Background: an optimization exercise with open tools, aiming at a short achievable clock period and few clock cycles. Do not read the settings as production practice. Power and IR drop assume default switching activity.

## cpu
module cpu
(
   input clk,
   input reset,
   output [15:0] o_pc_addr,
   output o_pc_rd,
   input [15:0] i_pc_rddata,
   output [15:0] o_ldst_addr,
   output o_ldst_rd,
   output o_ldst_wr,
   input [15:0] i_ldst_rddata,
   output [15:0] o_ldst_wrdata,
   output [127:0] o_tb_regs
);
   localparam NB = 1 << BTB_BITS;
   localparam TW = 15 - BTB_BITS;    
   localparam PT = 4;                
   logic [15:0] pc;
   logic [15:0] rf [0:7];
   logic        N, Z;
   logic        d_valid;
   logic [15:0] d_pc;
   logic        d_ptok;           
   logic        x_valid;
   logic [15:0] x_a, x_b;           
   logic [10:0] x_hi;               
   logic [1:0]  x_sel1, x_sel2;
   logic        x_sub, x_setf, x_wr, x_ld;
   logic [2:0]  x_rd;
   logic        x_br, x_breg, x_call, x_ret;
   logic [1:0]  x_cond;           
   wire  [15:0] x_tgt;
   logic [15:0] x_jreg, x_pc, x_pc2, x_pred;
   logic        x_eqf;            
  ...
For scale: about 3500 cells after synthesis, about 210 I/O pins, about 57000 um^2 of cells after synthesis.
Settings: LEC_CHECK=0, ABC_CLOCK_PERIOD_IN_PS=3000, CAP_MARGIN=20, CORE_MARGIN=2, CORE_UTILIZATION=55, SETUP_SLACK_MARGIN=5, SLEW_MARGIN=20; clock period 10.0 ns.
standard.sh (not shown) runs the stock make flow with config.mk's settings and CLKGATE_MAP_FILE= SYNTH_SCRIPT=/design/flow/synth_recipe.tcl, a recipe that flattens the netlist after the stock synthesis.
==> flow/flow/run.sh <==
#!/bin/bash
# Standard ORFS layout, with repair_timing aiming for a larger setup margin.
set -euo pipefail
bash standard.sh SETUP_SLACK_MARGIN=7.0 finish > standard_flow.log 2>&1
Change:
Settings changed: CORE_UTILIZATION 55 to 40.
What happened: Power came out lower by 1.8%. Worst setup slack is worse by 0.043 ns. Die area came out higher by 37%. Cell count came out higher by 10%. Via count came out lower by 2.0%. Utilization came out lower by 19 points. Sequential power is about the same. Sequential share of layout area came out lower by 0.21 points. Clock-buffer cell count came out higher by 23. Sequential cell count is unchanged. Combinational power came out lower by about 3%.
No functional check of the RTL was part of any run of this note.

---

fjord:
cpu, a different RTL version from the one above (not shown whole).
Size in the first run: ~4,500 cells after synthesis, about 1,500 flip-flops, about 210 I/O pins.
==> flow/config.mk <==
export PLATFORM = sky130hd
export DESIGN_NAME = cpu
export DESIGN_NICKNAME = cpu
export VERILOG_FILES = /design/flow/design.v
export SDC_FILE = /design/flow/constraint.sdc
export NUM_CORES = 4
export LEC_CHECK = 0
export ABC_CLOCK_PERIOD_IN_PS = 1000
export CAP_MARGIN = 20
export CORE_MARGIN = 2
export CORE_UTILIZATION = 40
export SETUP_SLACK_MARGIN = 5
export SLEW_MARGIN = 20
==> flow/constraint.sdc <==
create_clock -name core_clock -period 10.0 [get_ports {clk}]
set_input_delay 2.0000 -clock core_clock [delete_from_list [all_inputs] [get_ports {clk}]]
set_output_delay 2.0000 -clock core_clock [all_outputs]
set_load 0.01 [all_outputs]
==> flow/flow/run.sh <==
#!/bin/bash
# Standard ORFS layout, with repair_timing aiming for a larger setup margin.
set -euo pipefail
bash standard.sh SETUP_SLACK_MARGIN=6.5 finish > standard_flow.log 2>&1
diff inputs: fjord => zinc
==> flow/flow/run.sh <==
#!/bin/bash
# Standard ORFS layout, with repair_timing aiming for a larger setup margin.
set -euo pipefail
bash standard.sh SETUP_SLACK_MARGIN=7.0 finish > standard_flow.log 2>&1
In the tables for zinc and fjord, post-place setup slack reads lower with zinc.
Hold slack was higher in the run labelled fjord.
fjord has higher sequential share of layout area than zinc.
Changes observed in zinc relative to fjord: count of multi-input combinational gates flat; count of final hold-check violations flat; clock buffer count in the final layout up 11%.
Pin slew with the least headroom to its limit delta for zinc relative to fjord: 0.039 ns higher
Power delta (zinc − fjord): unfavourable
Lower final worst setup slack among zinc and fjord: zinc
--- input diff zinc..pepper ---
# zinc
export LEC_CHECK = 0
export ABC_CLOCK_PERIOD_IN_PS = 1000
export CAP_MARGIN = 20
export CORE_MARGIN = 2
export CORE_UTILIZATION = 40
export SETUP_SLACK_MARGIN = 5
export SLEW_MARGIN = 20
create_clock -name core_clock -period 10.0 [get_ports {clk}]
# pepper
export LEC_CHECK = 0
export ABC_CLOCK_PERIOD_IN_PS = 1000
export CAP_MARGIN = 20
export CORE_MARGIN = 2
export CORE_UTILIZATION = 40
export CTS_CLUSTER_DIAMETER = 100
export CTS_CLUSTER_SIZE = 24
export SETUP_SLACK_MARGIN = 5
export SLEW_MARGIN = 20
create_clock -name core_clock -period 10.0 [get_ports {clk}]
==> comparison <==
- zinc -> pepper: final cell count decreased slightly
- On post-route clock period utilization, the higher figure sits with pepper, not zinc.
- Compared with zinc, placement density in the core of pepper is lower.
- Changes observed in pepper relative to zinc: delay of the slowest cell on the worst path grew by 0.05 ns, total number of vias has decreased, worst hold margin now larger.
- Against zinc as the reference, pepper delivers a lower switching component of the power.
- Of the two values seen for standard cell with the maximum stage delay on the critical path, sky130_fd_sc_hd__o32ai_2 was produced by pepper and sky130_fd_sc_hd__a32oi_2 by zinc.
- Going from zinc to pepper, first-pass GRT wire length roughly the same, power consumed by the clock network decreased about 40%, number of inverters outside the clock class in the layout rose 2.
Function was not checked in any run of this note: the RTL went through the layout flow alone.

## afterwards: timing with drivers on the ports
Ports are ideal in the flow. The routed layouts listed here were re-timed in OpenROAD. Step 1, drivers: a clkbuf_16 drives clk and a buf_2 each remaining input, both assumed. Step 2 adds t to the input delays and takes it off the output delays; t is the mean of the earliest and latest rising clock arrival at the registers after step 1. Input paths then give back, and output paths get back, about the clock's delay inside the block. Slacks: ideal ports / drivers / drivers and shift; pairs: ideal ports / drivers.
run	t (ns)	slack for setup (ns)	worst register clock-pin slew, ns
the first run of note 1	0.837	6.449 / 6.378 / 6.001	0.07 / 0.07
the second run of note 1	0.863	6.406 / 6.327 / 5.879	0.07 / 0.07
fjord	0.875	6.386 / 6.386 / 5.576	0.07 / 0.07
zinc	0.868	6.357 / 6.398 / 5.530	0.07 / 0.07
pepper	0.795	6.256 / 6.289 / 5.494	0.11 / 0.11
After both steps setup and hold are still met in every run listed. For zinc, which loses most, drivers alone change the setup slack by +0.041 ns; drivers and shift together by -0.827 ns.
